Background: an optimization exercise with open tools, aiming at small area and a short achievable clock period. Do not read the settings as production practice.
The RTL was checked by simulation tests, not by an equivalence proof against the original design.

[flow/config.mk]
export PLATFORM = sky130hd
export DESIGN_NAME = notch_filter
export DESIGN_NICKNAME = notch_filter
export VERILOG_FILES = /design/flow/design.v
export SDC_FILE = /design/flow/constraint.sdc
export NUM_CORES = 4
export LEC_CHECK = 0
export CAP_MARGIN = 20
export CORE_MARGIN = 2
export CORE_UTILIZATION = 40
export CTS_CLUSTER_DIAMETER = 100
export CTS_CLUSTER_SIZE = 30
export SLEW_MARGIN = 20
export SYNTH_HIERARCHICAL = 1
[flow/constraint.sdc]
create_clock -name core_clock -period 12.0 [get_ports {clk}]
set_input_delay 2.4000 -clock core_clock [delete_from_list [all_inputs] [get_ports {clk}]]
set_output_delay 2.4000 -clock core_clock [all_outputs]
set_load 0.01 [all_outputs]
[flow/design.v]
`timescale 1ns / 1ps
module nf_fa (input logic a, input logic b, input logic c, output logic s, output logic co);
    assign s = a ^ b ^ c;
    assign co = (a & b) | (a & c) | (b & c);
endmodule
module nf_ha (input logic a, input logic b, output logic s, output logic co);
    assign s = a ^ b;
    assign co = a & b;
endmodule
module nf_csa8 (input logic [7:0] a, input logic [7:0] b, input logic [7:0] c, output logic [15:0] y);
    for (genvar i = 0; i < 8; i++) begin : g
        nf_fa u (.a(a[i]), .b(b[i]), .c(c[i]), .s(y[i]), .co(y[8 + i]));
    end
endmodule
module nf_add8 (input logic [7:0] a, input logic [7:0] b, input logic cin, output logic [8:0] y);
    logic [8:0] c;
    assign c[0] = cin;
    for (genvar i = 0; i < 8; i++) begin : g
        nf_fa u (.a(a[i]), .b(b[i]), .c(c[i]), .s(y[i]), .co(c[i + 1]));
    end
    assign y[8] = c[8];
endmodule
module notch_filter #(
    parameter int DATA_WIDTH = 16
)(
    input  logic                    clk,
    input  logic                    rst_n,
    input  logic                    valid_i,
    input  logic signed [DATA_WIDTH-1:0] data_i,
    output logic                    valid_o,
    output logic signed [DATA_WIDTH-1:0] data_o
);
    logic [15:0] x;
    logic [31:0] s1, s2;
    logic [8:1] p;
    logic n80;
    logic n81;
    logic n82;
    logic n83;
    logic n84;
    logic n85;
    logic n86;
    logic n87;
    logic n88;
    logic n89;
    logic n90;
    logic n91;
    logic n92;
    logic n93;
    logic n94;
    logic n95;
    logic n96;
    logic n97;
    logic n98;
    logic n99;
    logic n100;
    logic n101;
    logic n102;
    logic n103;
    logic n104;
    logic n105;
    logic n106;
    logic n107;
    logic n108;
    logic n109;
    logic n110;
    logic n111;
    logic n112;
    logic n113;
    logic n114;
    logic n115;
    logic n116;
    logic n117;
    logic n118;
    logic n119;
    logic n120;
    logic n121;
    logic n122;
    logic n123;
    logic n124;
    logic n125;
    logic n126;
    logic n127;
    logic n128;
    logic n129;
    logic n130;
    logic n131;
    logic n132;
    logic n133;
    logic n134;
    logic n135;
    logic n136;
    logic n137;
    logic n138;
    logic n139;
    logic n140;
    logic n141;
    logic n142;
    logic n143;
    logic n144;
    logic n145;
    logic n146;
    logic n147;
    logic n148;
    logic n149;
    logic n150;
    logic n151;
    logic n152;
    logic n153;
    logic n154;
    logic n155;
    logic n156;
    logic n157;
    logic n158;
    logic n159;
    logic n160;
    logic n161;
    logic n162;
    logic n163;
    logic n164;
    logic n165;
    logic n166;
    logic n167;
    logic n168;
    logic n169;
    logic n170;
    logic n171;
    logic n172;
    logic n173;
    logic n174;
    logic n175;
    logic n176;
    logic n177;
    logic n178;
    logic n179;
    logic n180;
    logic n181;
    logic n182;
    logic n183;
    logic n184;
    logic n185;
    logic n186;
    logic n187;
    logic n188;
    logic n189;
    logic n190;
    logic n191;
    logic n192;
    logic n193;
    logic n194;
    logic n195;
    logic n196;
    logic n197;
    logic n198;
    logic n199;
    logic n200;
    logic n201;
    logic n208;
    logic n209;
    logic n210;
    logic n211;
    logic n212;
    logic n213;
    logic n214;
    logic n215;
    logic n216;
    logic n217;
    logic n218;
    logic n219;
    logic n220;
    logic n221;
    logic n222;
    logic n223;
    logic n224;
    logic n225;
    logic n226;
    logic n227;
    logic n228;
    logic n229;
    logic n230;
    logic n231;
    logic n232;
    logic n233;
    logic n234;
    logic n235;
    logic n236;
    logic n237;
    logic n238;
    logic n239;
    logic n240;
    logic n241;
    logic n242;
    logic n243;
    logic n244;
    logic n245;
    logic n246;
    logic n247;
    logic n248;
    logic n249;
    logic n250;
    logic n251;
    logic n252;
    logic n253;
    logic n254;
    logic n255;
    logic n256;
    logic n257;
    logic n258;
    logic n259;
    logic n260;
    logic n261;
    logic n262;
    logic n263;
    logic n266;
    logic n267;
    logic n268;
    logic n269;
    logic n270;
    logic n271;
    logic n272;
    logic n273;
    logic n274;
    logic n275;
    logic n276;
    logic n277;
    logic n278;
    logic n279;
    logic n280;
    logic n281;
    logic n282;
    logic n283;
    logic n284;
    logic n285;
    logic n286;
    logic n287;
    logic n288;
    logic n289;
    logic n290;
    logic n291;
    logic n292;
    logic n293;
    logic n294;
    logic n295;
    logic n296;
    logic n297;
    logic n298;
    logic n299;
    logic n300;
    logic n301;
    logic n302;
    logic n303;
    logic n304;
    logic n305;
    logic n306;
    logic n307;
    logic n308;
    logic n309;
    logic n310;
    logic n311;
    logic n312;
    logic n313;
    logic n314;
    logic n315;
    logic n316;
    logic n317;
    logic n318;
    logic n319;
    logic n320;
    logic n321;
    logic n322;
    logic n323;
    logic n324;
    logic n325;
    logic n326;
    logic n327;
    logic n328;
    logic n329;
    logic n348;
    logic n349;
    logic n350;
    logic n351;
    logic n352;
    logic n353;
    logic n354;
    logic n355;
    logic n356;
    logic n357;
    logic n358;
    logic n359;
    logic n360;
    logic n361;
    logic n362;
    logic n363;
    logic n364;
    logic n365;
    logic n366;
    logic n367;
    logic n368;
    logic n369;
    logic n370;
    logic n371;
    logic n372;
    logic n373;
    logic n374;
    logic n375;
    logic n376;
    logic n377;
    logic n378;
    logic n379;
    logic n380;
    logic n381;
    logic n382;
    logic n383;
    logic n384;
    logic n385;
    logic n412;
    logic n413;
    logic n414;
    logic n415;
    logic n416;
    logic n417;
    logic n418;
    logic n419;
    logic n420;
    logic n421;
    logic n422;
    logic n423;
    logic n424;
    logic n425;
    logic n426;
    logic n427;
    logic n428;
    logic n429;
    logic n430;
    logic n431;
    logic n432;
    logic n433;
    logic n434;
    logic n435;
    logic n436;
    logic n437;
    logic n438;
    logic n439;
    logic n440;
    logic n441;
    logic n442;
    logic n443;
    logic n444;
    logic n445;
    logic n446;
    logic n447;
    logic n448;
    logic n449;
    logic n450;
    logic n451;
    logic n452;
    logic n453;
    logic n454;
    logic n455;
    logic n456;
    logic n457;
    logic n458;
    logic n459;
    logic n460;
    logic n461;
    logic n462;
    logic n463;
    logic n464;
    logic n465;
    logic n466;
    logic n467;
    logic n468;
    logic n469;
    logic n470;
    logic n471;
    logic n472;
    logic n473;
    logic n474;
    logic n475;
    logic n476;
    logic n477;
    logic n478;
    logic n479;
    logic n480;
    logic n481;
    logic n482;
    logic n483;
    logic n484;
    logic n485;
    logic n486;
    logic n487;
    logic n488;
    logic n489;
    logic n490;
    logic n491;
    logic n492;
    logic n493;
    logic n494;
    logic n495;
    logic n496;
    logic n497;
    logic n498;
    logic n499;
    logic n500;
    logic n501;
    logic n502;
    logic n503;
    logic n504;
    logic n505;
    logic n506;
    logic n507;
    logic n508;
    logic n509;
    logic n510;
    logic n511;
    logic n512;
    logic n513;
    logic n514;
    logic n515;
    logic n516;
    logic n517;
    logic n518;
    logic n519;
    logic n520;
    logic n521;
    logic n522;
    logic n523;
    logic n524;
    logic n525;
    logic n526;
    logic n527;
    logic n528;
    logic n529;
    logic n530;
    logic n531;
    logic n532;
    logic n533;
    logic n534;
    logic n535;
    logic n536;
    logic n537;
    logic n538;
    logic n539;
    logic n540;
    logic n541;
    logic n542;
    logic n543;
    logic n544;
    logic n545;
    logic n546;
    logic n547;
    logic n548;
    logic n549;
    logic n550;
    logic n551;
    logic n552;
    logic n553;
    logic n554;
    logic n555;
    logic n556;
    logic n557;
    logic n558;
    logic n559;
    logic n560;
    logic n561;
    logic n562;
    logic n563;
    logic n564;
    logic n565;
    logic n566;
    logic n567;
    logic n568;
    logic n569;
    logic n570;
    logic n571;
    logic n572;
    logic n573;
    logic n574;
    logic n575;
    logic n576;
    logic n577;
    logic n578;
    logic n579;
    logic n580;
    logic n581;
    logic n582;
    logic n583;
    logic n584;
    logic n585;
    logic n586;
    logic n587;
    logic n588;
    logic n589;
    logic n590;
    logic n591;
    logic n592;
    logic n593;
    logic n594;
    logic n595;
    logic n596;
    logic n597;
    logic xs1;
    logic xs2;
    logic xs3;
    logic n88_d1;
    logic n90_d1;
    logic n92_d1;
    logic n94_d1;
    logic n96_d1;
    logic n98_d1;
    logic n99_d1;
    logic n106_d1;
    logic n108_d1;
    logic n109_d1;
    logic n120_d1;
    logic n121_d1;
    logic n138_d1;
    logic n139_d1;
    logic n145_d1;
    logic n162_d1;
    logic n163_d1;
    logic n180_d1;
    logic n181_d1;
    logic n198_d1;
    logic n199_d1;
    logic n222_d1;
    logic n223_d1;
    logic n240_d1;
    logic n241_d1;
    logic n258_d1;
    logic n259_d1;
    logic n285_d1;
    logic n302_d1;
    logic n303_d1;
    logic n320_d1;
    logic n321_d1;
    logic n348_d1;
    logic n350_d1;
    logic n352_d1;
    logic n353_d1;
    logic n364_d1;
    logic n366_d1;
    logic n368_d1;
    logic n370_d1;
    logic n371_d1;
    logic n380_d1;
    logic n382_d1;
    logic n384_d1;
    logic n384_d2;
    logic n412_d1;
    logic n412_d2;
    logic n413_d1;
    logic n414_d1;
    logic n416_d1;
    logic n418_d1;
    logic n420_d1;
    logic n422_d1;
    logic n424_d1;
    logic n426_d1;
    logic n428_d1;
    logic n430_d1;
    logic n431_d1;
    logic n438_d1;
    logic n440_d1;
    logic n442_d1;
    logic n444_d1;
    logic n446_d1;
    logic n447_d1;
    logic n448_d1;
    logic n450_d1;
    logic n452_d1;
    logic n454_d1;
    logic n456_d1;
    logic n457_d1;
    logic n458_d1;
    logic n460_d1;
    logic n462_d1;
    logic n464_d1;
    logic n466_d1;
    logic n468_d1;
    logic n470_d1;
    logic n472_d1;
    logic n474_d1;
    logic n475_d1;
    logic n476_d1;
    logic n478_d1;
    logic n480_d1;
    logic n482_d1;
    logic n484_d1;
    logic n485_d1;
    logic n486_d1;
    logic n487_d1;
    logic n504_d1;
    logic n505_d1;
    logic n522_d1;
    logic n523_d1;
    logic n535_d1;
    logic n549_d1;
    logic n566_d1;
    logic n567_d1;
    logic n584_d1;
    logic n585_d1;
    logic xd15_1;
    nf_ha u80 (.a(x[2]), .b(x[0]), .s(n80), .co(n81));
    nf_fa u82 (.a(x[3]), .b(x[1]), .c(n81), .s(n82), .co(n83));
    nf_fa u84 (.a(x[4]), .b(x[2]), .c(n83), .s(n84), .co(n85));
    nf_fa u86 (.a(x[5]), .b(x[3]), .c(n85), .s(n86), .co(n87));
    nf_fa u88 (.a(x[6]), .b(x[4]), .c(n87), .s(n88), .co(n89));
    nf_fa u90 (.a(x[7]), .b(x[5]), .c(n89), .s(n90), .co(n91));
    nf_fa u92 (.a(x[8]), .b(x[6]), .c(n91), .s(n92), .co(n93));
    nf_fa u94 (.a(x[9]), .b(x[7]), .c(n93), .s(n94), .co(n95));
    nf_fa u96 (.a(x[10]), .b(x[8]), .c(n95), .s(n96), .co(n97));
    nf_fa u98 (.a(x[11]), .b(x[9]), .c(n97), .s(n98), .co(n99));
    nf_fa u100 (.a(x[12]), .b(x[10]), .c(n99_d1), .s(n100), .co(n101));
    nf_fa u102 (.a(x[13]), .b(x[11]), .c(n101), .s(n102), .co(n103));
    nf_fa u104 (.a(x[14]), .b(x[12]), .c(n103), .s(n104), .co(n105));
    nf_fa u106 (.a(x[15]), .b(x[13]), .c(n105), .s(n106), .co(n107));
    nf_fa u108 (.a(x[15]), .b(x[14]), .c(n107), .s(n108), .co(n109));
    nf_ha u110 (.a(n86), .b(x[0]), .s(n110), .co(n111));
    nf_fa u112 (.a(n88), .b(x[1]), .c(n111), .s(n112), .co(n113));
    nf_fa u114 (.a(n90), .b(n80), .c(n113), .s(n114), .co(n115));
    nf_fa u116 (.a(n92), .b(n82), .c(n115), .s(n116), .co(n117));
    nf_fa u118 (.a(n94), .b(n84), .c(n117), .s(n118), .co(n119));
    nf_fa u120 (.a(n96), .b(n86), .c(n119), .s(n120), .co(n121));
    nf_fa u122 (.a(n98_d1), .b(n88_d1), .c(n121_d1), .s(n122), .co(n123));
    nf_fa u124 (.a(n100), .b(n90_d1), .c(n123), .s(n124), .co(n125));
    nf_fa u126 (.a(n102), .b(n92_d1), .c(n125), .s(n126), .co(n127));
    nf_fa u128 (.a(n104), .b(n94_d1), .c(n127), .s(n128), .co(n129));
    nf_fa u130 (.a(n106), .b(n96_d1), .c(n129), .s(n130), .co(n131));
    nf_fa u132 (.a(n108), .b(n98_d1), .c(n131), .s(n132), .co(n133));
    nf_fa u134 (.a(n109), .b(n100), .c(n133), .s(n134), .co(n135));
    nf_fa u136 (.a(x[15]), .b(n102), .c(n135), .s(n136), .co(n137));
    nf_fa u138 (.a(x[15]), .b(n104), .c(n137), .s(n138), .co(n139));
    nf_fa u140 (.a(xs2), .b(n106_d1), .c(n139_d1), .s(n140), .co(n141));
    nf_fa u142 (.a(xs2), .b(n108_d1), .c(n141), .s(n142), .co(n143));
    nf_fa u144 (.a(x[15]), .b(n109_d1), .c(n143), .s(n144), .co(n145));
    nf_ha u146 (.a(~x[1]), .b(~x[0]), .s(n146), .co(n147));
    nf_ha u148 (.a(~n80), .b(n147), .s(n148), .co(n149));
    nf_ha u150 (.a(~n82), .b(n149), .s(n150), .co(n151));
    nf_ha u152 (.a(~n84), .b(n151), .s(n152), .co(n153));
    nf_ha u154 (.a(~n110), .b(n153), .s(n154), .co(n155));
    nf_ha u156 (.a(~n112), .b(n155), .s(n156), .co(n157));
    nf_ha u158 (.a(~n114), .b(n157), .s(n158), .co(n159));
    nf_ha u160 (.a(~n116), .b(n159), .s(n160), .co(n161));
    nf_ha u162 (.a(~n118), .b(n161), .s(n162), .co(n163));
    nf_ha u164 (.a(~n120_d1), .b(n163_d1), .s(n164), .co(n165));
    nf_ha u166 (.a(~n122), .b(n165), .s(n166), .co(n167));
    nf_fa u168 (.a(x[0]), .b(~n124), .c(n167), .s(n168), .co(n169));
    nf_fa u170 (.a(x[1]), .b(~n126), .c(n169), .s(n170), .co(n171));
    nf_fa u172 (.a(x[2]), .b(~n128), .c(n171), .s(n172), .co(n173));
    nf_fa u174 (.a(x[3]), .b(~n130), .c(n173), .s(n174), .co(n175));
    nf_fa u176 (.a(x[4]), .b(~n132), .c(n175), .s(n176), .co(n177));
    nf_fa u178 (.a(x[5]), .b(~n134), .c(n177), .s(n178), .co(n179));
    nf_fa u180 (.a(x[6]), .b(~n136), .c(n179), .s(n180), .co(n181));
    nf_fa u182 (.a(x[7]), .b(~n138_d1), .c(n181_d1), .s(n182), .co(n183));
    nf_fa u184 (.a(x[8]), .b(~n140), .c(n183), .s(n184), .co(n185));
    nf_fa u186 (.a(x[9]), .b(~n142), .c(n185), .s(n186), .co(n187));
    nf_fa u188 (.a(x[10]), .b(~n144), .c(n187), .s(n188), .co(n189));
    nf_fa u190 (.a(x[11]), .b(~n145), .c(n189), .s(n190), .co(n191));
    nf_fa u192 (.a(x[12]), .b(~n145), .c(n191), .s(n192), .co(n193));
    nf_fa u194 (.a(x[13]), .b(~n145), .c(n193), .s(n194), .co(n195));
    nf_fa u196 (.a(x[14]), .b(~n145), .c(n195), .s(n196), .co(n197));
    nf_fa u198 (.a(xs2), .b(~n145), .c(n197), .s(n198), .co(n199));
    nf_fa u200 (.a(xs3), .b(~n145_d1), .c(n199_d1), .s(n200), .co(n201));
    nf_fa u208 (.a(x[3]), .b(n146), .c(n81), .s(n208), .co(n209));
    nf_fa u210 (.a(x[4]), .b(n148), .c(n209), .s(n210), .co(n211));
    nf_fa u212 (.a(x[5]), .b(n150), .c(n211), .s(n212), .co(n213));
    nf_fa u214 (.a(x[6]), .b(n152), .c(n213), .s(n214), .co(n215));
    nf_fa u216 (.a(x[7]), .b(n154), .c(n215), .s(n216), .co(n217));
    nf_fa u218 (.a(x[8]), .b(n156), .c(n217), .s(n218), .co(n219));
    nf_fa u220 (.a(x[9]), .b(n158), .c(n219), .s(n220), .co(n221));
    nf_fa u222 (.a(x[10]), .b(n160), .c(n221), .s(n222), .co(n223));
    nf_fa u224 (.a(x[11]), .b(n162_d1), .c(n223_d1), .s(n224), .co(n225));
    nf_fa u226 (.a(x[12]), .b(n164), .c(n225), .s(n226), .co(n227));
    nf_fa u228 (.a(x[13]), .b(n166), .c(n227), .s(n228), .co(n229));
    nf_fa u230 (.a(x[14]), .b(n168), .c(n229), .s(n230), .co(n231));
    nf_fa u232 (.a(xs1), .b(n170), .c(n231), .s(n232), .co(n233));
    nf_fa u234 (.a(xs1), .b(n172), .c(n233), .s(n234), .co(n235));
    nf_fa u236 (.a(xs1), .b(n174), .c(n235), .s(n236), .co(n237));
    nf_fa u238 (.a(xs1), .b(n176), .c(n237), .s(n238), .co(n239));
    nf_fa u240 (.a(xs1), .b(n178), .c(n239), .s(n240), .co(n241));
    nf_fa u242 (.a(xs2), .b(n180_d1), .c(n241_d1), .s(n242), .co(n243));
    nf_fa u244 (.a(xs2), .b(n182), .c(n243), .s(n244), .co(n245));
    nf_fa u246 (.a(xs2), .b(n184), .c(n245), .s(n246), .co(n247));
    nf_fa u248 (.a(xs2), .b(n186), .c(n247), .s(n248), .co(n249));
    nf_fa u250 (.a(xs1), .b(n188), .c(n249), .s(n250), .co(n251));
    nf_fa u252 (.a(x[15]), .b(n190), .c(n251), .s(n252), .co(n253));
    nf_fa u254 (.a(xs2), .b(n192), .c(n253), .s(n254), .co(n255));
    nf_fa u256 (.a(xs1), .b(n194), .c(n255), .s(n256), .co(n257));
    nf_fa u258 (.a(x[15]), .b(n196), .c(n257), .s(n258), .co(n259));
    nf_fa u260 (.a(xs3), .b(n198_d1), .c(n259_d1), .s(n260), .co(n261));
    nf_fa u262 (.a(xs3), .b(n200), .c(n261), .s(n262), .co(n263));
    nf_ha u266 (.a(s1[0]), .b(x[0]), .s(n266), .co(n267));
    nf_fa u268 (.a(s1[1]), .b(x[1]), .c(n267), .s(n268), .co(n269));
    nf_fa u270 (.a(s1[2]), .b(n80), .c(n269), .s(n270), .co(n271));
    nf_fa u272 (.a(s1[3]), .b(n208), .c(n271), .s(n272), .co(n273));
    nf_fa u274 (.a(s1[4]), .b(n210), .c(n273), .s(n274), .co(n275));
    nf_fa u276 (.a(s1[5]), .b(n212), .c(n275), .s(n276), .co(n277));
    nf_fa u278 (.a(s1[6]), .b(n214), .c(n277), .s(n278), .co(n279));
    nf_fa u280 (.a(s1[7]), .b(n216), .c(n279), .s(n280), .co(n281));
    nf_fa u282 (.a(s1[8]), .b(n218), .c(n281), .s(n282), .co(n283));
    nf_fa u284 (.a(s1[9]), .b(n220), .c(n283), .s(n284), .co(n285));
    nf_fa u286 (.a(s1[10]), .b(n222_d1), .c(n285_d1), .s(n286), .co(n287));
    nf_fa u288 (.a(s1[11]), .b(n224), .c(n287), .s(n288), .co(n289));
    nf_fa u290 (.a(s1[12]), .b(n226), .c(n289), .s(n290), .co(n291));
    nf_fa u292 (.a(s1[13]), .b(n228), .c(n291), .s(n292), .co(n293));
    nf_fa u294 (.a(s1[14]), .b(n230), .c(n293), .s(n294), .co(n295));
    nf_fa u296 (.a(s1[15]), .b(n232), .c(n295), .s(n296), .co(n297));
    nf_fa u298 (.a(s1[16]), .b(n234), .c(n297), .s(n298), .co(n299));
    nf_fa u300 (.a(s1[17]), .b(n236), .c(n299), .s(n300), .co(n301));
    nf_fa u302 (.a(s1[18]), .b(n238), .c(n301), .s(n302), .co(n303));
    nf_fa u304 (.a(s1[19]), .b(n240_d1), .c(n303_d1), .s(n304), .co(n305));
    nf_fa u306 (.a(s1[20]), .b(n242), .c(n305), .s(n306), .co(n307));
    nf_fa u308 (.a(s1[21]), .b(n244), .c(n307), .s(n308), .co(n309));
    nf_fa u310 (.a(s1[22]), .b(n246), .c(n309), .s(n310), .co(n311));
    nf_fa u312 (.a(s1[23]), .b(n248), .c(n311), .s(n312), .co(n313));
    nf_fa u314 (.a(s1[24]), .b(n250), .c(n313), .s(n314), .co(n315));
    nf_fa u316 (.a(s1[25]), .b(n252), .c(n315), .s(n316), .co(n317));
    nf_fa u318 (.a(s1[26]), .b(n254), .c(n317), .s(n318), .co(n319));
    nf_fa u320 (.a(s1[27]), .b(n256), .c(n319), .s(n320), .co(n321));
    nf_fa u322 (.a(s1[28]), .b(n258_d1), .c(n321_d1), .s(n322), .co(n323));
    nf_fa u324 (.a(s1[29]), .b(n260), .c(n323), .s(n324), .co(n325));
    nf_fa u326 (.a(s1[30]), .b(n262), .c(n325), .s(n326), .co(n327));
    nf_fa u328 (.a(s1[31]), .b(n262), .c(n327), .s(n328), .co(n329));
    nf_ha u348 (.a(~x[0]), .b(n294), .s(n348), .co(n349));
    nf_fa u350 (.a(~x[1]), .b(n296), .c(n349), .s(n350), .co(n351));
    nf_fa u352 (.a(~x[2]), .b(n298), .c(n351), .s(n352), .co(n353));
    nf_fa u354 (.a(x[3]), .b(s1[17]), .c(~n353_d1), .s(n354), .co(n355));
    nf_fa u356 (.a(x[4]), .b(~n302_d1), .c(n355), .s(n356), .co(n357));
    nf_fa u358 (.a(x[5]), .b(~n304), .c(n357), .s(n358), .co(n359));
    nf_fa u360 (.a(x[6]), .b(~n306), .c(n359), .s(n360), .co(n361));
    nf_fa u362 (.a(x[7]), .b(~n308), .c(n361), .s(n362), .co(n363));
    nf_fa u364 (.a(x[8]), .b(~n310), .c(n363), .s(n364), .co(n365));
    nf_fa u366 (.a(x[9]), .b(~n312), .c(n365), .s(n366), .co(n367));
    nf_fa u368 (.a(x[10]), .b(~n314), .c(n367), .s(n368), .co(n369));
    nf_fa u370 (.a(x[11]), .b(~n316), .c(n369), .s(n370), .co(n371));
    nf_fa u372 (.a(x[12]), .b(s1[26]), .c(n371_d1), .s(n372), .co(n373));
    nf_fa u374 (.a(x[13]), .b(~n320_d1), .c(n373), .s(n374), .co(n375));
    nf_fa u376 (.a(x[14]), .b(~n322), .c(n375), .s(n376), .co(n377));
    nf_fa u378 (.a(xs3), .b(~n324), .c(n377), .s(n378), .co(n379));
    nf_fa u380 (.a(xs3), .b(~n326), .c(n379), .s(n380), .co(n381));
    nf_fa u382 (.a(xs3), .b(~n328), .c(n381), .s(n382), .co(n383));
    nf_fa u384 (.a(xs3), .b(~n328), .c(n383), .s(n384), .co(n385));
    nf_ha u412 (.a(~n350), .b(~n348), .s(n412), .co(n413));
    nf_fa u414 (.a(n352_d1), .b(n350_d1), .c(~n413_d1), .s(n414), .co(n415));
    nf_fa u416 (.a(~n354), .b(n352_d1), .c(n415), .s(n416), .co(n417));
    nf_fa u418 (.a(n356), .b(n354), .c(~n417), .s(n418), .co(n419));
    nf_fa u420 (.a(n358), .b(n356), .c(n419), .s(n420), .co(n421));
    nf_fa u422 (.a(n360), .b(n358), .c(n421), .s(n422), .co(n423));
    nf_fa u424 (.a(n362), .b(n360), .c(n423), .s(n424), .co(n425));
    nf_fa u426 (.a(n364), .b(n362), .c(n425), .s(n426), .co(n427));
    nf_fa u428 (.a(n366), .b(n364), .c(n427), .s(n428), .co(n429));
    nf_fa u430 (.a(n368), .b(n366), .c(n429), .s(n430), .co(n431));
    nf_fa u432 (.a(n370_d1), .b(n368_d1), .c(n431_d1), .s(n432), .co(n433));
    nf_fa u434 (.a(n372), .b(n370_d1), .c(n433), .s(n434), .co(n435));
    nf_fa u436 (.a(n374), .b(n372), .c(n435), .s(n436), .co(n437));
    nf_fa u438 (.a(n376), .b(n374), .c(n437), .s(n438), .co(n439));
    nf_fa u440 (.a(n378), .b(n376), .c(n439), .s(n440), .co(n441));
    nf_fa u442 (.a(n380), .b(n378), .c(n441), .s(n442), .co(n443));
    nf_fa u444 (.a(n382), .b(n380), .c(n443), .s(n444), .co(n445));
    nf_fa u446 (.a(n384), .b(n382), .c(n445), .s(n446), .co(n447));
    nf_ha u448 (.a(n420), .b(~n348_d1), .s(n448), .co(n449));
    nf_fa u450 (.a(n422), .b(n412_d1), .c(n449), .s(n450), .co(n451));
    nf_fa u452 (.a(n424), .b(~n414), .c(n451), .s(n452), .co(n453));
    nf_fa u454 (.a(n426), .b(~n416), .c(n453), .s(n454), .co(n455));
    nf_fa u456 (.a(n428), .b(n418), .c(n455), .s(n456), .co(n457));
    nf_fa u458 (.a(n430_d1), .b(n420_d1), .c(n457_d1), .s(n458), .co(n459));
    nf_fa u460 (.a(n432), .b(n422_d1), .c(n459), .s(n460), .co(n461));
    nf_fa u462 (.a(n434), .b(n424_d1), .c(n461), .s(n462), .co(n463));
    nf_fa u464 (.a(n436), .b(n426_d1), .c(n463), .s(n464), .co(n465));
    nf_fa u466 (.a(n438), .b(n428_d1), .c(n465), .s(n466), .co(n467));
    nf_fa u468 (.a(n440), .b(n430_d1), .c(n467), .s(n468), .co(n469));
    nf_fa u470 (.a(n442), .b(n432), .c(n469), .s(n470), .co(n471));
    nf_fa u472 (.a(n444), .b(n434), .c(n471), .s(n472), .co(n473));
    nf_fa u474 (.a(n446), .b(n436), .c(n473), .s(n474), .co(n475));
    nf_fa u476 (.a(n447_d1), .b(n438_d1), .c(n475_d1), .s(n476), .co(n477));
    nf_fa u478 (.a(n447_d1), .b(n440_d1), .c(n477), .s(n478), .co(n479));
    nf_fa u480 (.a(n447_d1), .b(n442_d1), .c(n479), .s(n480), .co(n481));
    nf_fa u482 (.a(n447_d1), .b(n444_d1), .c(n481), .s(n482), .co(n483));
    nf_fa u484 (.a(n447_d1), .b(n446_d1), .c(n483), .s(n484), .co(n485));
    nf_ha u486 (.a(n454), .b(~n348_d1), .s(n486), .co(n487));
    nf_fa u488 (.a(n456_d1), .b(n412_d2), .c(n487_d1), .s(n488), .co(n489));
    nf_fa u490 (.a(n458), .b(~n414_d1), .c(n489), .s(n490), .co(n491));
    nf_fa u492 (.a(n460), .b(~n416_d1), .c(n491), .s(n492), .co(n493));
    nf_fa u494 (.a(n462), .b(n418_d1), .c(n493), .s(n494), .co(n495));
    nf_fa u496 (.a(n464), .b(n448_d1), .c(n495), .s(n496), .co(n497));
    nf_fa u498 (.a(n466), .b(n450_d1), .c(n497), .s(n498), .co(n499));
    nf_fa u500 (.a(n468), .b(n452_d1), .c(n499), .s(n500), .co(n501));
    nf_fa u502 (.a(n470), .b(n454_d1), .c(n501), .s(n502), .co(n503));
    nf_fa u504 (.a(n472), .b(n456_d1), .c(n503), .s(n504), .co(n505));
    nf_fa u506 (.a(n474_d1), .b(n458_d1), .c(n505_d1), .s(n506), .co(n507));
    nf_fa u508 (.a(n476), .b(n460_d1), .c(n507), .s(n508), .co(n509));
    nf_fa u510 (.a(n478), .b(n462_d1), .c(n509), .s(n510), .co(n511));
    nf_fa u512 (.a(n480), .b(n464_d1), .c(n511), .s(n512), .co(n513));
    nf_fa u514 (.a(n482), .b(n466_d1), .c(n513), .s(n514), .co(n515));
    nf_fa u516 (.a(n484), .b(n468_d1), .c(n515), .s(n516), .co(n517));
    nf_fa u518 (.a(n485), .b(n470_d1), .c(n517), .s(n518), .co(n519));
    nf_fa u520 (.a(n485), .b(n472_d1), .c(n519), .s(n520), .co(n521));
    nf_fa u522 (.a(n485), .b(n474_d1), .c(n521), .s(n522), .co(n523));
    nf_fa u524 (.a(n485_d1), .b(n476_d1), .c(n523_d1), .s(n524), .co(n525));
    nf_fa u526 (.a(n485_d1), .b(n478_d1), .c(n525), .s(n526), .co(n527));
    nf_fa u528 (.a(n485_d1), .b(n480_d1), .c(n527), .s(n528), .co(n529));
    nf_fa u530 (.a(n485_d1), .b(n482_d1), .c(n529), .s(n530), .co(n531));
    nf_fa u532 (.a(n485_d1), .b(n484_d1), .c(n531), .s(n532), .co(n533));
    nf_ha u534 (.a(~n348), .b(s2[0]), .s(n534), .co(n535));
    nf_fa u536 (.a(n412_d1), .b(s2[1]), .c(n535_d1), .s(n536), .co(n537));
    nf_fa u538 (.a(~n414), .b(s2[2]), .c(n537), .s(n538), .co(n539));
    nf_fa u540 (.a(~n416), .b(s2[3]), .c(n539), .s(n540), .co(n541));
    nf_fa u542 (.a(n418), .b(s2[4]), .c(n541), .s(n542), .co(n543));
    nf_fa u544 (.a(n448), .b(s2[5]), .c(n543), .s(n544), .co(n545));
    nf_fa u546 (.a(n450), .b(s2[6]), .c(n545), .s(n546), .co(n547));
    nf_fa u548 (.a(n452), .b(s2[7]), .c(n547), .s(n548), .co(n549));
    nf_fa u550 (.a(n486_d1), .b(s2[8]), .c(n549_d1), .s(n550), .co(n551));
    nf_fa u552 (.a(n488), .b(s2[9]), .c(n551), .s(n552), .co(n553));
    nf_fa u554 (.a(n490), .b(s2[10]), .c(n553), .s(n554), .co(n555));
    nf_fa u556 (.a(n492), .b(s2[11]), .c(n555), .s(n556), .co(n557));
    nf_fa u558 (.a(n494), .b(s2[12]), .c(n557), .s(n558), .co(n559));
    nf_fa u560 (.a(n496), .b(s2[13]), .c(n559), .s(n560), .co(n561));
    nf_fa u562 (.a(n498), .b(s2[14]), .c(n561), .s(n562), .co(n563));
    nf_fa u564 (.a(n500), .b(s2[15]), .c(n563), .s(n564), .co(n565));
    nf_fa u566 (.a(n502), .b(s2[16]), .c(n565), .s(n566), .co(n567));
    nf_fa u568 (.a(n504_d1), .b(s2[17]), .c(n567_d1), .s(n568), .co(n569));
    nf_fa u570 (.a(n506), .b(s2[18]), .c(n569), .s(n570), .co(n571));
    nf_fa u572 (.a(n508), .b(s2[19]), .c(n571), .s(n572), .co(n573));
    nf_fa u574 (.a(n510), .b(s2[20]), .c(n573), .s(n574), .co(n575));
    nf_fa u576 (.a(n512), .b(s2[21]), .c(n575), .s(n576), .co(n577));
    nf_fa u578 (.a(n514), .b(s2[22]), .c(n577), .s(n578), .co(n579));
    nf_fa u580 (.a(n516), .b(s2[23]), .c(n579), .s(n580), .co(n581));
    nf_fa u582 (.a(n518), .b(s2[24]), .c(n581), .s(n582), .co(n583));
    nf_fa u584 (.a(n520), .b(s2[25]), .c(n583), .s(n584), .co(n585));
    nf_fa u586 (.a(n522_d1), .b(s2[26]), .c(n585_d1), .s(n586), .co(n587));
    nf_fa u588 (.a(n524), .b(s2[27]), .c(n587), .s(n588), .co(n589));
    nf_fa u590 (.a(n526), .b(s2[28]), .c(n589), .s(n590), .co(n591));
    nf_fa u592 (.a(n528), .b(s2[29]), .c(n591), .s(n592), .co(n593));
    nf_fa u594 (.a(n530), .b(s2[30]), .c(n593), .s(n594), .co(n595));
    nf_fa u596 (.a(n532), .b(s2[31]), .c(n595), .s(n596), .co(n597));
    always_ff @(posedge clk) begin
        xs1 <= x[15];
        xs2 <= xs1;
        xs3 <= xs2;
        n88_d1 <= n88;
        n90_d1 <= n90;
        n92_d1 <= n92;
        n94_d1 <= n94;
        n96_d1 <= n96;
        n98_d1 <= n98;
        n99_d1 <= n99;
        n106_d1 <= n106;
        n108_d1 <= n108;
        n109_d1 <= n109;
        n120_d1 <= n120;
        n121_d1 <= n121;
        n138_d1 <= n138;
        n139_d1 <= n139;
        n145_d1 <= n145;
        n162_d1 <= n162;
        n163_d1 <= n163;
        n180_d1 <= n180;
        n181_d1 <= n181;
        n198_d1 <= n198;
        n199_d1 <= n199;
        n222_d1 <= n222;
        n223_d1 <= n223;
        n240_d1 <= n240;
        n241_d1 <= n241;
        n258_d1 <= n258;
        n259_d1 <= n259;
        n285_d1 <= n285;
        n302_d1 <= n302;
        n303_d1 <= n303;
        n320_d1 <= n320;
        n321_d1 <= n321;
        n348_d1 <= n348;
        n350_d1 <= n350;
        n352_d1 <= n352;
        n353_d1 <= n353;
        n364_d1 <= n364;
        n366_d1 <= n366;
        n368_d1 <= n368;
        n370_d1 <= n370;
        n371_d1 <= n371;
        n380_d1 <= n380;
        n382_d1 <= n382;
        n384_d1 <= n384;
        n384_d2 <= n384_d1;
        n412_d1 <= n412;
        n412_d2 <= n412_d1;
        n413_d1 <= n413;
        n414_d1 <= n414;
        n416_d1 <= n416;
        n418_d1 <= n418;
        n420_d1 <= n420;
        n422_d1 <= n422;
        n424_d1 <= n424;
        n426_d1 <= n426;
        n428_d1 <= n428;
        n430_d1 <= n430;
        n431_d1 <= n431;
        n438_d1 <= n438;
        n440_d1 <= n440;
        n442_d1 <= n442;
        n444_d1 <= n444;
        n446_d1 <= n446;
        n447_d1 <= n447;
        n448_d1 <= n448;
        n450_d1 <= n450;
        n452_d1 <= n452;
        n454_d1 <= n454;
        n456_d1 <= n456;
        n457_d1 <= n457;
        n458_d1 <= n458;
        n460_d1 <= n460;
        n462_d1 <= n462;
        n464_d1 <= n464;
        n466_d1 <= n466;
        n468_d1 <= n468;
        n470_d1 <= n470;
        n472_d1 <= n472;
        n474_d1 <= n474;
        n475_d1 <= n475;
        n476_d1 <= n476;
        n478_d1 <= n478;
        n480_d1 <= n480;
        n482_d1 <= n482;
        n484_d1 <= n484;
        n485_d1 <= n485;
        n486_d1 <= n486;
        n487_d1 <= n487;
        n504_d1 <= n504;
        n505_d1 <= n505;
        n522_d1 <= n522;
        n523_d1 <= n523;
        n535_d1 <= n535;
        n549_d1 <= n549;
        n566_d1 <= n566;
        n567_d1 <= n567;
        n584_d1 <= n584;
        n585_d1 <= n585;
        xd15_1 <= x[15];
        if (valid_i) x <= data_i;
    end
    always_ff @(posedge clk or negedge rst_n) begin
        if (!rst_n) begin
            p  <= '0;
            s1 <= '0;
            s2 <= '0;
        end else begin
            p <= {p[7:1], valid_i};
            if (p[2]) s1[0] <= n534;
            if (p[3]) s1[1] <= n536;
            if (p[3]) s1[2] <= n538;
            if (p[3]) s1[3] <= n540;
            if (p[3]) s1[4] <= n542;
            if (p[3]) s1[5] <= n544;
            if (p[3]) s1[6] <= n546;
            if (p[3]) s1[7] <= n548;
            if (p[4]) s1[8] <= n550;
            if (p[4]) s1[9] <= n552;
            if (p[4]) s1[10] <= n554;
            if (p[4]) s1[11] <= n556;
            if (p[4]) s1[12] <= n558;
            if (p[4]) s1[13] <= n560;
            if (p[2]) s1[14] <= ~n294;
            if (p[4]) s1[14] <= n562;
            if (p[2]) s1[15] <= ~n296;
            if (p[4]) s1[15] <= n564;
            if (p[2]) s1[16] <= ~n298;
            if (p[5]) s1[16] <= n566_d1;
            if (p[2]) s1[17] <= ~n300;
            if (p[5]) s1[17] <= n568;
            if (p[3]) s1[18] <= ~n302_d1;
            if (p[5]) s1[18] <= n570;
            if (p[3]) s1[19] <= ~n304;
            if (p[5]) s1[19] <= n572;
            if (p[3]) s1[20] <= ~n306;
            if (p[5]) s1[20] <= n574;
            if (p[3]) s1[21] <= ~n308;
            if (p[5]) s1[21] <= n576;
            if (p[3]) s1[22] <= ~n310;
            if (p[5]) s1[22] <= n578;
            if (p[3]) s1[23] <= ~n312;
            if (p[5]) s1[23] <= n580;
            if (p[3]) s1[24] <= ~n314;
            if (p[5]) s1[24] <= n582;
            if (p[3]) s1[25] <= ~n316;
            if (p[6]) s1[25] <= n584_d1;
            if (p[3]) s1[26] <= ~n318;
            if (p[6]) s1[26] <= n586;
            if (p[4]) s1[27] <= ~n320_d1;
            if (p[6]) s1[27] <= n588;
            if (p[4]) s1[28] <= ~n322;
            if (p[6]) s1[28] <= n590;
            if (p[4]) s1[29] <= ~n324;
            if (p[6]) s1[29] <= n592;
            if (p[4]) s1[30] <= ~n326;
            if (p[6]) s1[30] <= n594;
            if (p[4]) s1[31] <= ~n328;
            if (p[6]) s1[31] <= n596;
            if (p[5]) s2[7:0] <= ds_s2;
            if (p[6]) s2[15:8] <= ds_s2;
            if (p[7]) s2[23:16] <= ds_s2;
            if (p[8]) s2[31:24] <= ds_s2;
        end
    end
    logic [15:0] ds_xq1;
    logic [15:0] ds_xq2;
    logic [15:0] ds_xq3;
    logic [7:0] ds_x, ds_q, ds_d, ds_e, ds_e5, ds_e165, ds_t2, ds_s2;
    logic [7:0] ds_rd, ds_rd1, ds_rd2, ds_rd3, ds_re, ds_re165, ds_dr, ds_qr;
    logic [1:0] ds_eh, ds_e165h;
    logic [6:0] ds_e5h;
    logic [7:0] ds_re5, ds_v, ds_w;
    logic [15:0] ds_cs;
    logic ds_ca1, ds_ca2, ds_cb1, ds_cb2, ds_cc1, ds_cc2;
    logic [8:0] ds_sa1, ds_sa2, ds_sb1, ds_sb2, ds_sc1, ds_sc2;
    nf_add8 u_ds_sa2 (.a(ds_dr), .b(ds_qr), .cin(ds_ca2), .y(ds_sa2));
    assign ds_e = ds_sa2[7:0];
    nf_add8 u_ds_sb1 (.a(ds_e), .b({ds_e[5:0], ds_eh}), .cin(ds_cb1), .y(ds_sb1));
    assign ds_e5 = ds_sb1[7:0];
    nf_add8 u_ds_sc1 (.a(ds_e), .b({ds_rd1[1:0], ds_rd2[7:2]}), .cin(ds_cc1), .y(ds_sc1));
    assign ds_t2 = ds_sc1[7:0];
    assign ds_v = ~{ds_re5[5:0], ds_e5h[6:5]};
    assign ds_w = ~{ds_re5[0], ds_e5h};
    nf_csa8 u_ds_cs (.a(ds_re), .b(ds_v), .c(ds_w), .y(ds_cs));
    nf_add8 u_ds_sc2 (.a(ds_cs[7:0]), .b({ds_cs[14:8], ds_cb2}), .cin(ds_cc2), .y(ds_sc2));
    assign ds_s2 = ds_sc2[7:0];
    always_ff @(posedge clk) begin
        ds_dr <= p[3] ? {n362, n360, n358, n356, n354, ~n352_d1, ~n350_d1, ~n348_d1} : p[4] ? {n378, n376, n374, n372, n370_d1, n368_d1, n366_d1, n364_d1} : p[5] ? {n384_d1, n384_d1, n384_d1, n384_d1, n384_d1, n384_d1, n382_d1, n380_d1} : {n384_d2, n384_d2, n384_d2, n384_d2, n384_d2, n384_d2, n384_d2, n384_d2};
        ds_qr <= p[3] ? {~n308, ~n306, ~n304, ~n302_d1, s1[17], s1[16], s1[15], s1[14]} : p[4] ? {~n324, ~n322, ~n320_d1, s1[26], s1[25], s1[24], s1[23], s1[22]} : p[5] ? {s1[31], s1[31], s1[31], s1[31], s1[31], s1[31], s1[31], s1[30]} : {s1[31], s1[31], s1[31], s1[31], s1[31], s1[31], s1[31], s1[31]};
        ds_ca2 <= p[3] | ds_sa2[8];
        ds_cb1 <= ~p[3] & ds_sb1[8];
        ds_cc1 <= ~p[3] & ds_sc1[8];
        ds_eh <= p[3] ? 2'b0 : ds_e[7:6];
        ds_rd1 <= p[3] ? 8'b0 : ds_dr;
        ds_rd2 <= (p[3] | p[4]) ? 8'b0 : ds_rd1;
        ds_re <= ds_t2;
        ds_re5 <= ds_e5;
        ds_cb2 <= p[4] | ds_cs[15];
        ds_cc2 <= p[4] | ds_sc2[8];
        ds_e5h <= p[4] ? 7'b0 : ds_re5[7:1];
    end
    assign valid_o = p[4];
    assign data_o[0] = ~s1[14];
    assign data_o[1] = ~s1[15];
    assign data_o[2] = ~s1[16];
    assign data_o[3] = ~s1[17];
    assign data_o[4] = ~s1[18];
    assign data_o[5] = ~s1[19];
    assign data_o[6] = ~s1[20];
    assign data_o[7] = ~s1[21];
    assign data_o[8] = ~s1[22];
    assign data_o[9] = ~s1[23];
    assign data_o[10] = ~s1[24];
    assign data_o[11] = ~s1[25];
    assign data_o[12] = ~s1[26];
    assign data_o[13] = n320_d1;
    assign data_o[14] = n322;
    assign data_o[15] = n324;
endmodule
[flow/run.sh]
#!/bin/bash
# synth_recipe.tcl (not shown) runs the flow's synth.tcl, then flattens the netlist and writes it again
# the make line also repeats each setting of config.mk as NAME=value (left out here)
make -C /OpenROAD-flow-scripts/flow DESIGN_CONFIG=/design/flow/config.mk WORK_HOME=/design/flow/orfs CLKGATE_MAP_FILE= SYNTH_SCRIPT=/design/flow/synth_recipe.tcl finish
==> results of run 1 <==
## Yosys stat by module (local to each module, per instance), excerpt
| module | times used | cells | cell area [um^2] | flip-flops and latches |
|---|---|---|---|---|
| notch_filter | 1 | 525 | 7190 | 249 |
| nf_fa | 254 | 1 | 20.0 | 0 |
| nf_ha | 19 | 1 | 12.5 | 0 |
| nf_add8 | 4 | 1 | 7.51 | 0 |
## flip-flops by register name, indices dropped and copies added (netlist names), 2 cells and up
| signal | flops |
|---|---|
| ds_e5h | 7 |
| ds_qr | 8 |
| ds_re | 8 |
| ds_re5 | 8 |
| ds_eh | 2 |
| ds_dr | 8 |
| ds_rd2 | 6 |
| s2 | 32 |
| p | 8 |
| x | 16 |
| s1 | 32 |
| ds_rd1 | 8 |
## final cells by class
class                   count  area, um^2  share of cell area [%]
clock inverters             3        26.3                   0.192
multi-input cells         450        6600                    48.3
flip-flops and latches    249        5510                    40.3
inverters                  78         293                    2.14
well taps                 396         495                    3.63
clock buffers              17         340                    2.49
repair buffers             39         398                    2.91
## cell usage after synthesis (all sizes together) (3+ instances only)
| cell | number |
|---|---|
| fa | 254 |
| dfxtp | 161 |
| inv | 78 |
| dfrtp | 72 |
| mux2 | 46 |
| nand2 | 31 |
| o21ai | 31 |
| buf | 21 |
| ha | 19 |
| edfxtp | 16 |
| nor2b | 16 |
| nor2 | 10 |
| a21oi | 7 |
| and2 | 7 |
| mux2i | 6 |
| a211oi | 5 |
| o221a | 5 |
| clkbuf | 4 |
| a221oi | 3 |
| or2 | 3 |
## routing by layer
metal  up-vias  track usage, %  part of all wire [%]
met2        81            25.3                    48
met3        24            2.12                   3.1
met5         -               0                     0
met1      3019            23.6                    48
li1       2542               -                     -
met4         0            2.99                   1.8
## metrics by stage
stage	cell area (um^2)	hold WS, ns	utilization, %
floorplan	12500	0.331	-
global route	13700	0.369	44.4
global placement	13300	0.336	43.1
detailed placement	13300	0.343	43.1
finish	13700	0.358	44.4
CTS	13600	0.357	44.3
## placed cells by master (no fill, tap or decap), drive strengths merged, types with 2 or more instances in the layout
cell type	netlist	layout
or2	3	3
mux2	46	46
a21oi	7	7
a221oi	3	3
clkdlybuf4s50	0	34
o221a	5	5
nor2b	16	16
and2	7	7
nand2	31	31
o22ai	2	2
mux2i	6	6
inv	78	79
ha	19	19
a211oi	5	5
dfxtp	161	161
dfrtp	72	72
clkinv	0	2
edfxtp	16	16
clkbuf	4	17
nand2b	2	2
fa	254	254
buf	21	5
nor2	10	10
o21ai	31	31
## logic make-up after synthesis
kind of cell | after synthesis
flip-flops | 249
adder cells (fa/ha/maj) | 273
AO/OA/AOI/OAI | 55
AND/OR/NAND/NOR | 70
buffers and inverters | 103
multiplexers | 52
## worst max-delay path by stage
stage,endpoint,cells after the start
final,n566_d1,9
after global routing,n566_d1,9
after CTS,n566_d1,9
after detailed placement,n566_d1,9
after global placement,n566_d1,9
after floorplan,n566_d1,9
## worst max-delay path: stages (launching register included)
cell and delay (ns):
edfxtp_1 0.63, fa_1 0.66, fa_1 0.58, fa_1 0.56, fa_1 0.47, fa_1 0.40
fa_1 0.40, fa_1 0.48, fa_1 0.44, fa_1 0.44
==> metrics.log, run 1 <==
[metrics] xor/xnor share of the synthesized area: 0%
[metrics] minimum clock period after layout: just over 5 ns
[metrics] buffers added on ports: 35
[metrics] sink count of the clock tree: 249
[metrics] worst hold path endpoint: n384_d2
[metrics] Filler cells: between 2000 and 3000
[metrics] layout cells sized above 1: 9.57%
[metrics] total negative slack: 0 ns
[metrics] max-slew violation total from the final report: 0
[metrics] cts-stage hold buffer count: 0
[metrics] global-route wire length before repair: 38.8 mm
[metrics] effective utilization at floorplan: 40.8%
[metrics] final cycle utilization of the critical path: a little over two fifths
[metrics] maximum number of pins on one net before global-route repair: 73
[metrics] Reg clk slew, reported paths: between 0.1 and 0.15 ns
[metrics] CP arrival: between 5 and 6 ns
[metrics] drt initial violations: 243
[metrics] Hold Path Stages: 0
[metrics] mux contribution to synthesized area: 4.61%
[metrics] CTS tree: done
[metrics] Area Overhead vs Synth: 8.84%
[metrics] number of endpoints failing setup at the final stage: 0
[metrics] placement row count: 64
[metrics] cell area after technology mapping: ~13000 um^2
[metrics] via count of the first global-routing pass: 6489
[metrics] CP required: 12.37 ns
[metrics] H-tree levels: 1
[metrics] maximum count of clock buffers along a single path: 3
[metrics] via total after detailed routing: 5666
[metrics] GPL Wtd Cong: 0.780
[metrics] reg-to-reg setup timing slack: 6.83 ns
[metrics] Net Count, Synth: 1094
[metrics] count of flip-flops with a built-in enable after synthesis: 16
[metrics] transition time of the tightest slew-check pin: 0.982 ns
[metrics] synthesis-stage register bit count: 249
[metrics] worst min path class: flop to flop
[metrics] number of search-and-repair iterations in the first detailed-routing pass: 4
[metrics] type of element launching the critical path: flop
[metrics] status: finished clean
[metrics] normalized max-slew margin: 34.6%
[metrics] Die X: roughly 180 um
[metrics] compound-cell area share of the yosys netlist: 2.88%
[metrics] number of vias per cell: 4.60
[metrics] path depth of the worst reg2reg path: 9
[metrics] vertical extent of the die: 181 um
[metrics] post-detailed-placement half-perimeter wirelength: ~20 mm
[metrics] share of synthesized area occupied by flip-flops and latches: around 44%
[metrics] overall routed net length: 24.3 mm
[metrics] pre-CTS setup slack: 6.79 ns
[metrics] cell at the root of the clock tree: clkbuf_16
[metrics] capture point of the worst reg-to-reg path: n566_d1
[metrics] count of non-filler cells in the finished layout: roughly 1200
[metrics] largest cells by area after synthesis: fa_1, dfxtp_1, dfrtp_1
[metrics] post-detailed-route wirelength per cell: 19.7 um
[metrics] Syn. warnings: 7
[metrics] overall die area: 32800 um^2
[metrics] initial antenna violation count: 2
[metrics] total global routing track utilization: around 16%
[metrics] number of buffers inserted during clock tree synthesis: 12
[metrics] ANT cells: 0
[metrics] Crit Path Category: flop to flop
[metrics] startpoint of the worst setup timing path: x[12]
[metrics] post-route DRC violation count: 0
[metrics] final setup slack of the worst path: 6.83 ns
[metrics] combinational family with the most area after synthesis: adder cells
[metrics] number of nets in the finished design: between 1000 and 1500
[metrics] reported max-cap violation count: 0
[metrics] Reg2Reg Launch Point: x[12]
[metrics] Clk Latency, worst-skew pair: 0.49 ns
[metrics] prevailing post-synth register cell: dfxtp_1
[metrics] count of antenna-violating nets left after detailed routing: 0
[metrics] worst hold start: n384_d1
[metrics] nature of the critical path endpoint: flop
[metrics] core region area: 30700 um^2
[metrics] post-synth top area share: 40.5%
[metrics] final hold vios: 0
[metrics] cell count after placement: around 1200
[metrics] RSZ-0062 raised after global routing: no
[metrics] Clock Skews: 0.0134 ns
[metrics] count of cell types in the netlist: 31
[metrics] mean instance size in the synthesized netlist: 15.6 um^2
[metrics] post-CTS repair timing setup buffer count: 0
[metrics] adder and majority cell fraction of the synthesized area: 42.4%
[metrics] Synth Instances: 802
[metrics] crit path max fanout: 5
[metrics] highest clock rate: 193 MHz
[metrics] share of flip-flops with an asynchronous set or reset: 28.9%
[metrics] overflow left after global routing: 0
[metrics] post-CTS sizing: 0
[metrics] largest area contributor in the synthesized netlist: fa_1
[metrics] simple-gate portion of the synthesized area: ~2.7%
[metrics] number of top-level design ports: 36
==> run 2, diff against run 1 <==
--- a/flow/config.mk
+++ b/flow/config.mk
@@ -7,8 +7,9 @@
 export LEC_CHECK = 0
 export CAP_MARGIN = 20
 export CORE_MARGIN = 2
-export CORE_UTILIZATION = 40
+export CORE_UTILIZATION = 55
 export CTS_CLUSTER_DIAMETER = 100
 export CTS_CLUSTER_SIZE = 30
+export PLACE_DENSITY = 0.7
 export SLEW_MARGIN = 20
 export SYNTH_HIERARCHICAL = 1
==> metrics.log, run 2 <==
[metrics] Syn. warnings: 7
[metrics] number of search-and-repair iterations in the first detailed-routing pass: 4
[metrics] overflow left after global routing: 0
[metrics] CP arrival: 5.60 ns
[metrics] post-detailed-route wirelength per cell: 22.2 um
[metrics] number of endpoints failing setup at the final stage: 0
[metrics] minimum clock period after layout: 5.22 ns
[metrics] vertical extent of the die: 155 um
[metrics] CP required: 12.37 ns
[metrics] via count of the first global-routing pass: 6922
[metrics] most common cell in the netlist: fa_1
[metrics] Filler cells: 1651
[metrics] registers with the most flip-flops: s1: 32 flops, s2: 32 flops, x: 16 flops
[metrics] worst min path class: flop to flop
[metrics] top cell types by occurrence after synthesis: fa_1, dfxtp_1, inv_1
[metrics] Clk Latency, worst-skew pair: around 0.50 ns
[metrics] total area of sequential cells: 5510 um^2
[metrics] H-tree levels: 1
[metrics] largest cells by area after synthesis: fa_1, dfxtp_1, dfrtp_1
[metrics] number of vias per cell: 5.28
[metrics] CTS tree: done
[metrics] cell at the root of the clock tree: clkbuf_16
[metrics] maximum number of pins on one net before global-route repair: 73
[metrics] maximum count of clock buffers along a single path: 3
[metrics] max-slew violation total from the final report: 0
[metrics] Synth Instances: 802
[metrics] placement row count: 55
[metrics] effective utilization at floorplan: 55.8%
[metrics] drt initial violations: 290
[metrics] multi-input combinational cell area: 6600 um^2
[metrics] total global routing track utilization: 22.7%
[metrics] Net Count, Synth: 1094
[metrics] normalized max-slew margin: between 30% and 40%
[metrics] largest area contributor in the synthesized netlist: fa_1
[metrics] cell area after technology mapping: roughly 13000 um^2
[metrics] highest clock rate: ~190 MHz
[metrics] initial antenna violation count: 0
[metrics] core region area: ~23000 um^2
[metrics] Clock Skews: approximately 0.033 ns
[metrics] sink count of the clock tree: 249
[metrics] Crit Path Category: flop to flop
[metrics] overall die area: about 24000 um^2
[metrics] share of flip-flops with an asynchronous set or reset: 28.9%
[metrics] number of buffers inserted during clock tree synthesis: 12
[metrics] status: finished clean
[metrics] nature of the critical path endpoint: flop
[metrics] via total after detailed routing: about 6000
[metrics] synthesis-stage register bit count: 249
[metrics] final setup slack of the worst path: 6.78 ns
[metrics] transition time of the tightest slew-check pin: 0.969 ns
[metrics] post-detailed-placement half-perimeter wirelength: ~20 mm
[metrics] commonest non-fill, non-tap cells in the layout: fa_1, dfxtp_1, inv_1, dfrtp_1, mux2_2
[metrics] GPL Wtd Cong: 0.885
[metrics] count of antenna-violating nets left after detailed routing: 0
[metrics] post-CTS repair timing setup buffer count: 0
[metrics] pre-CTS setup slack: approximately 6.8 ns
[metrics] post-synth top area share: 40.5%
[metrics] RSZ-0062 raised after global routing: no
[metrics] global-route wire length before repair: 40.1 mm
[metrics] prevailing post-synth register cell: dfxtp_1
[metrics] reported max-cap violation count: 0
[metrics] Reg clk slew, reported paths: 0.11 ns
[metrics] worst hold slack across all endpoints: between 0.3 and 0.4 ns
[metrics] Post-DP Area: 13100 um^2
[metrics] mean instance size in the synthesized netlist: 15.6 um^2
[metrics] Area Overhead vs Synth: 7.67%
[metrics] count of flip-flops with a built-in enable after synthesis: 16
[metrics] final hold vios: 0
[metrics] Die X: between 150 and 200 um
[metrics] total negative slack: 0 ns
[metrics] post-route DRC violation count: 0
[metrics] type of element launching the critical path: flop
[metrics] overall routed net length: 24.9 mm
[metrics] final cycle utilization of the critical path: between 40% and 50%
[metrics] ANT cells: 0
[metrics] share of synthesized area occupied by flip-flops and latches: 43.9%
[metrics] layout cells sized above 1: 9.34%
[metrics] number of top-level design ports: 36
[metrics] buffers added on ports: 35
[metrics] count of cell types in the netlist: 31
[metrics] crit path max fanout: 5
[metrics] cts-stage hold buffer count: 0
[metrics] number of nets in the finished design: between 1000 and 1500
[metrics] most common library cell in the layout ignoring fill and taps: fa_1
[metrics] Post-Layout Inst Area: 13500 um^2
[metrics] post-CTS sizing: 0
## run 2: cell count changes in the layout (fill, tap and decap cells not counted)
cell       previous run  this run
clkbuf_1              4         5
clkbuf_16            13        14
buf_16                1         0
clkinv_2              2         0
## run 2: final timing paths
check / to / cells after the start / from / slack, ns
min in group asynchronous: s2[29] / 1 / rst_n / 2.04
hold / removal: p[2] / 0 / p[1] / 0.36
setup / recovery: n566_d1 / 9 / x[12] / 6.78
setup reg to reg: n566_d1 / 9 / x[12] / 6.78
max in group asynchronous: s1[1] / 1 / rst_n / 9.29
hold reg to reg: p[2] / 0 / p[1] / 0.36
## run 2: worst max-delay path, stage by stage (launching register included)
cell      delay, ns
edfxtp_1       0.62
fa_1           0.65
fa_1           0.48
fa_1           0.51
fa_1           0.48
fa_1           0.52
fa_1           0.49
fa_1           0.49
fa_1           0.45
fa_1           0.42
## run 2: area by class of cell
cell class	count	area share (%)
repair buffers	38	2.74
clock inverters	1	0.120
multi-input cells	450	48.8
inverters	78	2.17
flip-flops and latches	249	40.8
clock buffers	19	2.73
well taps	285	2.64
## run 2: per-module statistics from Yosys (local to each module, per instance), excerpt
module | times used | area, um^2 | flip-flops and latches
nf_ha | 19 | 12.5 | 0
notch_filter | 1 | 7190 | 249
nf_fa | 254 | 20.0 | 0
nf_add8 | 4 | 7.51 | 0
## run 2: cell families (layout without fill, tap and decap cells)
group                    count (synthesis)  count (layout)  share of synthesized area [%]
AO/OA/AOI/OAI                           55              55                           2.88
flip-flops                             249             249                           43.9
adder cells (fa/ha/maj)                273             273                           42.4
AND/OR/NAND/NOR                         70              70                           2.68
buffers and inverters                  103             136                           3.53
multiplexers                            52              52                           4.61
## run 2: stage by stage
| stage | instances | util [%] |
|---|---|---|
| 4_1_cts | 1120 | 60.0 |
| 2_1_floorplan | 802 | - |
| 6_report | 1120 | 60.0 |
| 3_5_place_dp | 1100 | 58.3 |
| 5_1_grt | 1120 | 60.0 |
| 3_3_place_gp | 1100 | 58.3 |
## run 2: layer usage
metal / wire length [um] / vias up / global-route usage (%) / share of wire [%]
met5: 0 / - / 0 / 0
met4: 461 / 0 / 4.50 / 1.9
met3: 1300 / 33 / 3.90 / 5.2
met2: 13100 / 142 / 39.9 / 53
met1: 10000 / 3203 / 30.2 / 40
li1: - / 2532 / - / -

-- afterwards: timing with drivers on the ports --
No port has a modelled driver above. Below, the same layouts with a new extraction and two added sets of constraints.
Step 1: set_driving_cell puts a clkbuf_16 on clk and a buf_2 on each other input, an assumption about the parent block.
Step 2 also shifts input and output timing later by t, the mid clock arrival at the registers, as if the neighbouring blocks saw the same clock.
a / b / c = ideal / step 1 / step 2; a / b = the first two.
run	t, ns	slack for setup (ns)	hold WS [ns]
run 1	0.525	6.826 / 6.799 / 6.826	0.358 / 0.358 / 0.358
run 2	0.524	6.778 / 6.778 / 6.778	0.359 / 0.359 / 0.359
After both steps every run listed still meets setup and hold.
